From an optimization exercise on the open Yosys and OpenROAD flow, aimed at a short achievable clock period and few clock cycles; shortcuts taken in it are not production practice.
Function not checked in this run: the RTL went through the layout flow alone.
No activity file was given, so power comes from the tool's default toggle rates.

===== design/flow/run.sh =====
#!/bin/bash
# synth_recipe.tcl (not shown) runs the flow's synth.tcl, then flattens the netlist and writes it again
# the make line also repeats each setting of config.mk as NAME=value (left out here)
make -C /OpenROAD-flow-scripts/flow DESIGN_CONFIG=/design/flow/config.mk WORK_HOME=/design/flow/orfs CLKGATE_MAP_FILE= SYNTH_SCRIPT=/design/flow/synth_recipe.tcl finish

===== design/flow/config.mk =====
export PLATFORM = sky130hd
export DESIGN_NAME = lc3_datapath
export DESIGN_NICKNAME = lc3_datapath
export VERILOG_FILES = /design/flow/design.v
export SDC_FILE = /design/flow/constraint.sdc
export NUM_CORES = 4
export LEC_CHECK = 0
export CAP_MARGIN = 20
export CORE_MARGIN = 2
export CORE_UTILIZATION = 40
export PLACE_DENSITY = 0.6
export SETUP_SLACK_MARGIN = 4.5
export SLEW_MARGIN = 20

===== design/flow/constraint.sdc =====
create_clock -name core_clock -period 7.5 [get_ports {clk}]
set_input_delay 1.5000 -clock core_clock [delete_from_list [all_inputs] [get_ports {clk}]]
set_output_delay 1.5000 -clock core_clock [all_outputs]
set_load 0.01 [all_outputs]

===== design/flow/design.v =====
module lc3_datapath
  (clk,
   rst,
   mem_en,
   mem_we,
   mem_addr,
   mem_wdata,
   mem_ready,
   mem_rdata
   );
  input         clk;
  input         rst;
  output        mem_en;
  output        mem_we;
  output [15:0] mem_addr;
  output [15:0] mem_wdata;
  input         mem_ready;
  input  [15:0] mem_rdata;
  localparam CL = 5;                  
  localparam CN = 1 << CL;
  localparam TW = 16 - CL;            
  localparam [2:0] K_FETCH = 3'd0,
                   K_LOAD  = 3'd1,
                   K_LDI   = 3'd2,
                   K_STI   = 3'd3,
                   K_STORE = 3'd4,
                   K_TRAP  = 3'd5,
                   K_ADDR  = 3'd6,    
                   K_PF    = 3'd7;    
  reg [15:0] r0, r1, r2, r3, r4, r5, r6, r7;
  reg        n, z, p;
  reg [15:0] pc;      
  reg [15:0] pc1;     
  reg [15:0] ir;
  reg [2:0]  kind;
  reg        en;      
  reg        we;
  reg [15:0] mar;
  reg [15:0] mdr;
  reg [15:0] pf;      
  reg        pfv;
  reg [15:0]   c_data  [0:CN-1];
  reg [TW-1:0] c_tag   [0:CN-1];
  reg [CN-1:0] c_valid;
  reg          fq;
  reg [15:0]   fqa, fqd;
  reg        ex;      
  reg        lk;      
  reg [1:0]  aop;     
  reg [15:0] opa, opb;
  assign mem_en    = en;
  assign mem_we    = we;
  assign mem_addr  = mar;
  assign mem_wdata = mdr;
  function [15:0] rsel;
    input [2:0] s;
    input [15:0] a0, a1, a2, a3, a4, a5, a6, a7;
    case (s)
      3'd0: rsel = a0;
      3'd1: rsel = a1;
      3'd2: rsel = a2;
      3'd3: rsel = a3;
      3'd4: rsel = a4;
      3'd5: rsel = a5;
      3'd6: rsel = a6;
      default: rsel = a7;
    endcase
  endfunction
  function [15:0] ksadd;
    input [15:0] a, b;
    reg   [15:0] g, q, x;
    integer k, j;
    begin
      x = a ^ b;
      g = a & b;
      q = x;
      for (k = 0; k < 4; k = k + 1)
        for (j = 15; j >= (1 << k); j = j - 1)
          begin
            g[j] = g[j] | (q[j] & g[j - (1 << k)]);
            q[j] = q[j] & q[j - (1 << k)];
          end
      ksadd = x ^ {g[14:0], 1'b0};
    end
  endfunction
  function [15:0] inc16;
    input [15:0] x;
    reg   [15:0] c;
    integer k;
    begin
      c[0] = 1'b1;
      for (k = 1; k < 16; k = k + 1)
        c[k] = c[k - 1] & x[k - 1];
      inc16 = x ^ c;
    end
  endfunction
  wire [2:0] ldr  = ir[11:9];         
  wire       fw   = (kind == K_LOAD);
  wire       fwb  = fw & (pf[8:6] == ldr);
  wire       fws  = fw & (pf[11:9] == ldr);
  wire       fw2  = fw & (pf[2:0] == ldr);
  wire       pdep = (pf[15:12] == 4'b0000);
  wire [2:0] xdr = ir[11:9];          
  wire       xb  = (pf[8:6] == xdr);
  wire       xs  = (pf[11:9] == xdr);
  reg        xdep;
  always @(*)
    case (pf[15:12])
      4'b0001, 4'b0101: xdep = xb | (~pf[5] & (pf[2:0] == xdr));
      4'b1001, 4'b0110, 4'b1100: xdep = xb;          
      4'b0111:          xdep = xb | xs;              
      4'b0011, 4'b1011: xdep = xs;                   
      4'b0100:          xdep = ~pf[11] & xb;         
      4'b0000:          xdep = 1'b1;                 
      default:          xdep = 1'b0;                 
    endcase
  wire [15:0]   la0   = inc16(pc);
  wire [15:0]   la1   = inc16(pc1);
  wire          hit0  = c_valid[la0[CL-1:0]] & (c_tag[la0[CL-1:0]] == la0[15:CL]);
  wire          hit1  = c_valid[la1[CL-1:0]] & (c_tag[la1[CL-1:0]] == la1[15:CL]);
  reg           lhit;
  reg  [15:0]   lword;
  reg step;
  always @(*)
    case (kind)
      K_FETCH: step = pfv ? ~(ex & xdep) : mem_ready;
      K_LOAD:  step = pfv & mem_ready & ~pdep;
      K_STORE: step = pfv & mem_ready;
      default: step = 1'b0;
    endcase
  wire [15:0] d     = pfv ? pf : mem_rdata;
  wire [3:0]  op    = d[15:12];
  wire        taken = (d[11] & n) | (d[10] & z) | (d[9] & p);
  wire [15:0] dbase = fwb ? mem_rdata : rsel(d[8:6], r0, r1, r2, r3, r4, r5, r6, r7);
  wire [15:0] dsrc  = fws ? mem_rdata : rsel(d[11:9], r0, r1, r2, r3, r4, r5, r6, r7);
  wire [15:0] dsr2  = fw2 ? mem_rdata : rsel(d[2:0], r0, r1, r2, r3, r4, r5, r6, r7);
  wire [15:0] djsrr = (d[8:6] == 3'd7) ? pc1 : dbase;
  wire [15:0] p9  = ksadd(pc1, {{7{pf[8]}}, pf[8:0]});
  wire [15:0] p11 = ksadd(pc1, {{5{pf[10]}}, pf[10:0]});
  wire [15:0] sum = ksadd(opa, opb);
  reg  [15:0] res;
  always @(*)
    case (aop)
      2'd0:    res = sum;
      2'd1:    res = opa & opb;
      default: res = ~opa;
    endcase
  wire        ldw   = mem_ready & (kind == K_LOAD);
  wire [15:0] wval  = ex ? res : (ldw ? mem_rdata : opa);
  wire [2:0]  wsel  = lk ? 3'd7 : ir[11:9];
  wire        wen   = ex | ldw | lk;
  always @(posedge clk or negedge rst)
    begin
      if (rst == 1'b0)
        begin
          r0 <= 16'h0; r1 <= 16'h0; r2 <= 16'h0; r3 <= 16'h0;
          r4 <= 16'h0; r5 <= 16'h0; r6 <= 16'h0; r7 <= 16'h0;
        end
      else if (wen)
        case (wsel)
          3'd0: r0 <= wval;
          3'd1: r1 <= wval;
          3'd2: r2 <= wval;
          3'd3: r3 <= wval;
          3'd4: r4 <= wval;
          3'd5: r5 <= wval;
          3'd6: r6 <= wval;
          default: r7 <= wval;
        endcase
    end
  reg         zres;
  always @(*)
    case (aop)
      2'd0:    zres = ((opa ^ opb) == {opa[14:0] | opb[14:0], 1'b0});
      2'd1:    zres = ((opa & opb) == 16'h0);
      default: zres = (opa == 16'hffff);
    endcase
  wire        zv = ex ? zres : (mem_rdata == 16'h0);
  wire        nv = ex ? res[15] : mem_rdata[15];
  always @(posedge clk or negedge rst)
    begin
      if (rst == 1'b0)
        begin
          n <= 1'b0; z <= 1'b0; p <= 1'b0;
        end
      else if (ex | ldw)
        begin
          n <= nv;
          z <= zv;
          p <= ~nv & ~zv;
        end
    end
  always @(posedge clk or negedge rst)
    begin
      if (rst == 1'b0)
        fq <= 1'b0;
      else
        fq <= mem_ready & (((kind == K_FETCH) & ~pfv) | (kind == K_PF));
    end
  always @(posedge clk)
    begin
      fqa <= pc;
      fqd <= mem_rdata;
      if (fq)
        begin
          c_data[fqa[CL-1:0]] <= fqd;
          c_tag[fqa[CL-1:0]]  <= fqa[15:CL];
        end
    end
  integer i;
  always @(posedge clk or negedge rst)
    begin
      if (rst == 1'b0)
        c_valid <= {CN{1'b0}};
      else
        for (i = 0; i < CN; i = i + 1)
          if ((kind == K_STORE) & (mar[CL-1:0] == i))
            c_valid[i] <= 1'b0;
          else if (fq & (fqa[CL-1:0] == i))
            c_valid[i] <= 1'b1;
    end
  reg [15:0] n_pc, n_pc1, n_ir, n_pf, n_mdr, n_opa, n_opb, n_mar;
  reg [2:0]  n_kind;
  reg [1:0]  n_aop;
  reg        n_pfv, n_we, n_en, n_ex, n_lk;
  always @(*)
    begin
      n_pc   = pc;
      n_ir   = ir;
      n_pf   = pf;
      n_pfv  = pfv;
      n_we   = we;
      n_en   = en;
      n_mdr  = mdr;
      n_opa  = opa;
      n_opb  = opb;
      n_aop  = aop;
      n_kind = kind;
      n_mar  = mar;
      n_ex   = 1'b0;
      n_lk   = 1'b0;
      n_pc1  = inc16(pc);
      if (step)
        begin
          n_ir  = d;
          n_pc  = pc1;
          n_pc1 = inc16(pc1);
          n_pf  = lword;
          n_pfv = 1'b0;
          n_we  = 1'b0;
          n_en  = 1'b1;
          n_mdr = dsrc;
          case (op)
            4'b0000, 4'b0010, 4'b0011, 4'b1010, 4'b1011, 4'b1110:
              begin
                n_opa = pc1;
                n_opb = {{7{d[8]}}, d[8:0]};
              end
            4'b0100, 4'b1111:
              begin
                n_opa = pc1;
                n_opb = {{5{d[10]}}, d[10:0]};
              end
            4'b0110, 4'b0111:
              begin
                n_opa = dbase;
                n_opb = {{10{d[5]}}, d[5:0]};
              end
            default:
              begin
                n_opa = dbase;
                n_opb = d[5] ? {{11{d[4]}}, d[4:0]} : dsr2;
              end
          endcase
          case (op)
            4'b0101: n_aop = 2'd1;
            4'b1001: n_aop = 2'd2;
            default: n_aop = 2'd0;
          endcase
          case (op)
            4'b0001, 4'b0101, 4'b1001, 4'b1110:  
              begin
                n_ex   = 1'b1;
                n_kind = K_FETCH;
                n_mar  = pc1;
                n_pfv  = lhit;
                n_en   = ~lhit;
              end
            4'b1111:  
              begin
                n_lk   = 1'b1;
                n_kind = K_TRAP;
                n_mar  = {8'h00, d[7:0]};
              end
            4'b1100:  
              begin
                n_kind = K_FETCH;
                n_mar  = dbase;
                n_pc   = dbase;
              end
            4'b0100:  
              begin
                n_lk = 1'b1;
                if (d[11] & pfv)
                  begin
                    n_kind = K_FETCH;
                    n_mar  = p11;
                    n_pc   = p11;
                  end
                else if (d[11])
                  begin
                    n_kind = K_ADDR;
                    n_en   = 1'b0;
                  end
                else
                  begin
                    n_kind = K_FETCH;
                    n_mar  = djsrr;
                    n_pc   = djsrr;
                  end
              end
            4'b0000:  
              if (taken & pfv)
                begin
                  n_kind = K_FETCH;
                  n_mar  = p9;
                  n_pc   = p9;
                end
              else if (taken)
                begin
                  n_kind = K_ADDR;
                  n_en   = 1'b0;
                end
              else
                begin
                  n_kind = K_FETCH;
                  n_mar  = pc1;
                  n_pfv  = lhit;
                  n_en   = ~lhit;
                end
            4'b0010, 4'b0011, 4'b0110, 4'b0111, 4'b1010, 4'b1011:
              begin  
                n_kind = lhit ? K_ADDR : K_PF;
                n_mar  = pc1;
                n_pfv  = lhit;
                n_en   = ~lhit;
              end
            default:  
              begin
                n_kind = K_FETCH;
                n_mar  = pc1;
                n_pfv  = lhit;
                n_en   = ~lhit;
              end
          endcase
        end
      else
        case (kind)
          K_ADDR:
            begin
              n_en  = 1'b1;
              n_mar = sum;
              case (ir[15:12])
                4'b0010, 4'b0110: n_kind = K_LOAD;
                4'b0011, 4'b0111: begin n_kind = K_STORE; n_we = 1'b1; end
                4'b1010: n_kind = K_LDI;
                4'b1011: n_kind = K_STI;
                default: begin n_kind = K_FETCH; n_pc = sum; end   
              endcase
            end
          K_PF:
            if (mem_ready)
              begin
                n_pf  = mem_rdata;
                n_pfv = 1'b1;
                n_mar = sum;
                case (ir[15:12])
                  4'b0010, 4'b0110: n_kind = K_LOAD;
                  4'b0011, 4'b0111: begin n_kind = K_STORE; n_we = 1'b1; end
                  4'b1010: n_kind = K_LDI;
                  default: n_kind = K_STI;
                endcase
              end
          K_LDI:
            if (mem_ready)
              begin
                n_kind = K_LOAD;
                n_mar  = mem_rdata;
              end
          K_STI:
            if (mem_ready)
              begin
                n_kind = K_STORE;
                n_we   = 1'b1;
                n_mar  = mem_rdata;
              end
          K_TRAP:
            if (mem_ready)
              begin
                n_kind = K_FETCH;
                n_mar  = mem_rdata;
                n_pc   = mem_rdata;
              end
          K_LOAD, K_STORE:  
            if (mem_ready)
              begin
                n_kind = K_FETCH;
                n_we   = 1'b0;
                n_en   = 1'b0;
              end
          default: ;
        endcase
      if ((kind == K_FETCH) & ~pfv & ~en)
        begin
          n_en  = 1'b1;
          n_we  = 1'b0;
          n_mar = pc;
        end
    end
  always @(posedge clk or negedge rst)
    begin
      if (rst == 1'b0)
        begin
          pc   <= 16'h0200;
          en   <= 1'b0;
          kind <= K_FETCH;
          pfv  <= 1'b0;
          ex   <= 1'b0;
          lk   <= 1'b0;
        end
      else
        begin
          pc   <= n_pc;
          en   <= n_en;
          kind <= n_kind;
          pfv  <= n_pfv;
          ex   <= n_ex;
          lk   <= n_lk;
        end
    end
  always @(posedge clk)
    begin
      pc1   <= n_pc1;
      ir    <= n_ir;
      pf    <= n_pf;
      we    <= n_we;
      mdr   <= n_mdr;
      opa   <= n_opa;
      opb   <= n_opb;
      aop   <= n_aop;
      mar   <= n_mar;
      lhit  <= step ? hit1 : hit0;
      lword <= step ? c_data[la1[CL-1:0]] : c_data[la0[CL-1:0]];
    end
endmodule

==> flow_summary_export.csv <==
group,metric,value,unit
outcome,status,"timing/DRC/antenna clean",
sta,fin_worst_skew,0.05525,ns
drt,route.met2.wl,107.6,mm
drt,firstDrtPassIters,13,
yosys,synthDistinctLibCells,86,
drt,antenna_left,0,
clocking,numCtsBuffers,134,
grt,grtUsageTotal,30.10,%
place,io_buffers,52,
grt,grt_pass1_wl,338.6,mm
floorplanning,core-area,0.1544,mm²
drt,drt-initial-drc-count,6665,
worst_setup_path,critPathRequiredTime,8.23,ns
grt,grt_max_degree,97,
drt,top_layer,"met5",
sta,finalSetupViolations,0,
yosys,synth_warnings,1,
sta,tightest_slew,1.223,ns
worst_setup_path,arrival,4.31,ns
job,drv_cap,0,
drt,wire_per_inst,34.35,µm
clocking,cts-htree-levels,4,
sta,tns,0,ns
drt,dr_total_vias,46910,
worst_setup_path,critical_path_peak_fanout,30,
clocking,root_buffer,"clkbuf_16",
sta,final_hold_viol_count,0,
worst_setup_path,crit_chain,"ha_4 -> buf_6 -> mux4_2 -> mux4_2 -> mux2i_2 -> xor2_1 -> nand2_1 -> nor4_2 -> a41o_1",
floorplanning,die-width,398.6,µm
floorplanning,core.rowCount,144,
pwr,vdd_drop_max,0.3468,mV
finish,post-route-util,50.31,%
grt,grt-ovfl-total,0,
finish,final_nets,5014,
finish,area_growth,24.74,%
worst_setup_path,slowest_delay,0.58,ns
place,gp_congestion,1.006,
finish,final_cells,7079,
yosys,netlist_area,0.06227,mm²
sta,max_freq,279.2,MHz
finish,drive_above_1_share,34.91,%
drt,wirelength,243.2,mm
place,dp.cells,6418,
worst_setup_path,start_kind,"flop",
worst_setup_path,crit_path_end_kind,"flop",
yosys,synth-seq-cells,1206,
worst_setup_path,reg2reg_depth,9,
floorplanning,ioPinCount,53,
worst_setup_path,crit_path_frequent_cell,"mux4_2",
floorplanning,die_h,398.6,µm
yosys,synth.avg_cell_area,13.75,µm²
clocking,cts_buffer_depth,3,
grt,first_global_vias,45250,
floorplanning,die_area,0.1589,mm²
sta,min_period_over_period,47.76,%
clocking,clock_sinks,1206,
sta,fin_ws,3.918,ns
pwr,leakage,27.16,nW
clocking,clk_latency,0.79,ns
worst_setup_path,cpMaxStageDelayCell,"ha_4",
finish,largest_register_ffs,512,
worst_setup_path,critPathKind,"flop to flop",
sta,final_max_slew_viol_count,0,
clocking,cts_tree,"done",
yosys,syn_inst,4530,
worst_setup_path,cp_num_buf_inv,1,
floorplanning,start_util,40.33,%
clocking,hold_buffers,0,
yosys,synth_seq_area_share,55.59,%
finish,multiInputGateArea,0.02947,mm²
place,hpwlAfterDp,137.6,mm
clocking,path_clk_slew,0.06,ns
worst_setup_path,path_delay_family,"multiplexers",
yosys,synthFlopType,"edfxtp_1",
sta,slew_headroom,18.30,%
drt,m1WireLength,88.23,mm
worst_hold_path,hold_depth,2,
drt,met3_length,30.50,mm
sta,rsz0062_at_grt,"yes",
drt,drc,0,
place,dp_slack,2.319,ns
finish,nFillCells,12780,
drt,viasPerCell,6.627,
yosys,async_flop_share,15.51,%
finish,regArea,0.03465,mm²
yosys,synth_edf_count,953,
sta,finalCriticalPeriod,3.582,ns
worst_hold_path,min_path_type,"flop to flop",
worst_setup_path,cp.depth,9,
yosys,syn-num-nets,4631,
grt,antenna_found_initial,14,
pwr,powerDensity,546.5,mW/mm²
cell families (layout without fill, tap and decap cells):
| logic type | count (synthesis) | count (layout) | synth area share, % |
|---|---|---|---|
| mux | 710 | 719 | 21.60 |
| xor+xnor | 79 | 79 | 1.111 |
| flops | 1206 | 1206 | 55.59 |
| buf+inv | 388 | 870 | 2.704 |
| other cells | 0 | 8 | 0 |
| fa+ha+maj | 82 | 82 | 1.672 |
| compound gates | 925 | 925 | 9.486 |
| simple gates | 1140 | 1146 | 7.836 |
layout make-up:
| type | count | area share (%) |
|---|---|---|
| Antenna cell | 8 | 0.02577 |
| Timing Repair Buffer | 562 | 7.949 |
| Tap cell | 2044 | 3.292 |
| Clock buffer | 177 | 4.695 |
| Inverter | 56 | 0.3109 |
| Sequential cell | 1206 | 44.61 |
| Timing Repair inverter | 2 | 0.02255 |
| Multi-Input combinational cell | 2951 | 37.94 |
| Clock inverter | 73 | 1.150 |
power by group:
part / internal, mW / total [mW] / switching (mW)
Combinational: 11.1 / 25.3 / 14.2
Sequential: 8.71 / 10.4 / 1.64
Clock: 3.90 / 6.77 / 2.87
Total: 23.7 / 42.4 / 18.8
routing by layer:
layer	global-route usage [%]	up-vias
met5	0.2421	-
met4	15.64	20
met3	9.494	929
met2	45.59	3336
met1	38.82	23870
li1	-	18750
layout by cell type (no fill, tap or decap), drive strengths merged, types with 12 or more instances in the layout:
master       netlist  layout
o21ai            268     268
xnor2             50      50
dlygate4sd2        0      16
clkbuf           197     192
dfrtp            186     186
nor2b             28      28
inv               53      61
dfxtp             66      66
xor2              29      29
a221oi            25      25
o31ai             17      17
and3              13      13
a31oi             41      41
a22oi             48      48
nor3              55      55
a311oi            22      22
nor4              18      18
nand4             25      25
o22ai             39      39
mux2              26      35
a22o              17      17
o22a              22      22
mux2i            183     183
mux4             501     501
edfxtp           953     953
a211oi            59      59
buf              135     512
o211ai            35      35
nand2b            14      14
bufinv             0      12
clkinv             3      53
a21o              17      17
and2              26      26
a21oi            209     209
nand3             92      94
ha                80      80
nand2            620     623
nor2             220     221
o21a              16      16
synthesized netlist by cell type (all sizes together), types with 66 or more instances:
master	n	area share, %
o21ai	268	2.2
nand2	620	3.7
mux2i	183	3.0
dfrtp	186	7.5
clkbuf	197	1.2
mux4	501	18
edfxtp	953	46
dfxtp	66	2.1
nor2	220	1.3
a21oi	209	1.7
nand3	92	0.74
ha	80	1.6
buf	135	1.2
through the flow:
stage,hold WS [ns],total power [mW],instance area (µm²)
5_1_grt,0.4954,43.72,77660
3_5_place_dp,0.4797,29.31,65800
2_1_floorplan,0.3759,22.90,63120
3_3_place_gp,0.4757,29.21,65790
6_report,0.4913,42.45,77680
4_1_cts,0.4851,39.96,75450
worst reg2reg max path: cells and delay by family, from the launching register on:
family | cells | cell delay, ns
AOI/OAI and AO/OA | 1 | 0.14
buffers and inverters | 1 | 0.42
DFF | 1 | 0.50
muxes | 3 | 1.39
xor gates and xnor gates | 1 | 0.19
and+or+nand+nor | 2 | 0.33
adders and majority gates | 1 | 0.59
final timing paths:
path                               start     to  slack [ns]
worst max-delay path               pc[0]   lhit        3.92
min in group asynchronous            rst  r3[4]        0.84
max in group asynchronous            rst  pc[0]        5.49
worst max register to register     pc[0]   lhit        3.92
worst min-delay path            lword[5]  pf[5]        0.49
worst min register to register  lword[5]  pf[5]        0.49
timing repair:
item / in CTS / in global routing
cloned: 31 / 10
resized for setup: 633 / 255
pin swaps: 138 / 145
endpoints found under the setup margin: 390 / 242
buffers inserted: 256 / 105

-- port drivers added, routing unchanged --
How much do the figures lean on ideal ports? The routed layout below was timed once more, with nothing changed but the port constraints. Step 1 assumes that a clkbuf_16 drives the clock port and a buf_2 every other input. Step 2 also shifts input and output timing later by t, the mid clock arrival at the registers, as if the neighbouring blocks saw the same clock. Three values: no drivers, after step 1, after step 2; two values: the first two.
t (ns): 0.847
setup WS [ns]: 3.918 / 3.918 / 3.243
worst hold slack (ns): 0.491 / 0.491 / 0.491
After both steps setup and hold are still met in this run. For this run, drivers alone change the setup slack by 0.000 ns; drivers and shift together by -0.675 ns.
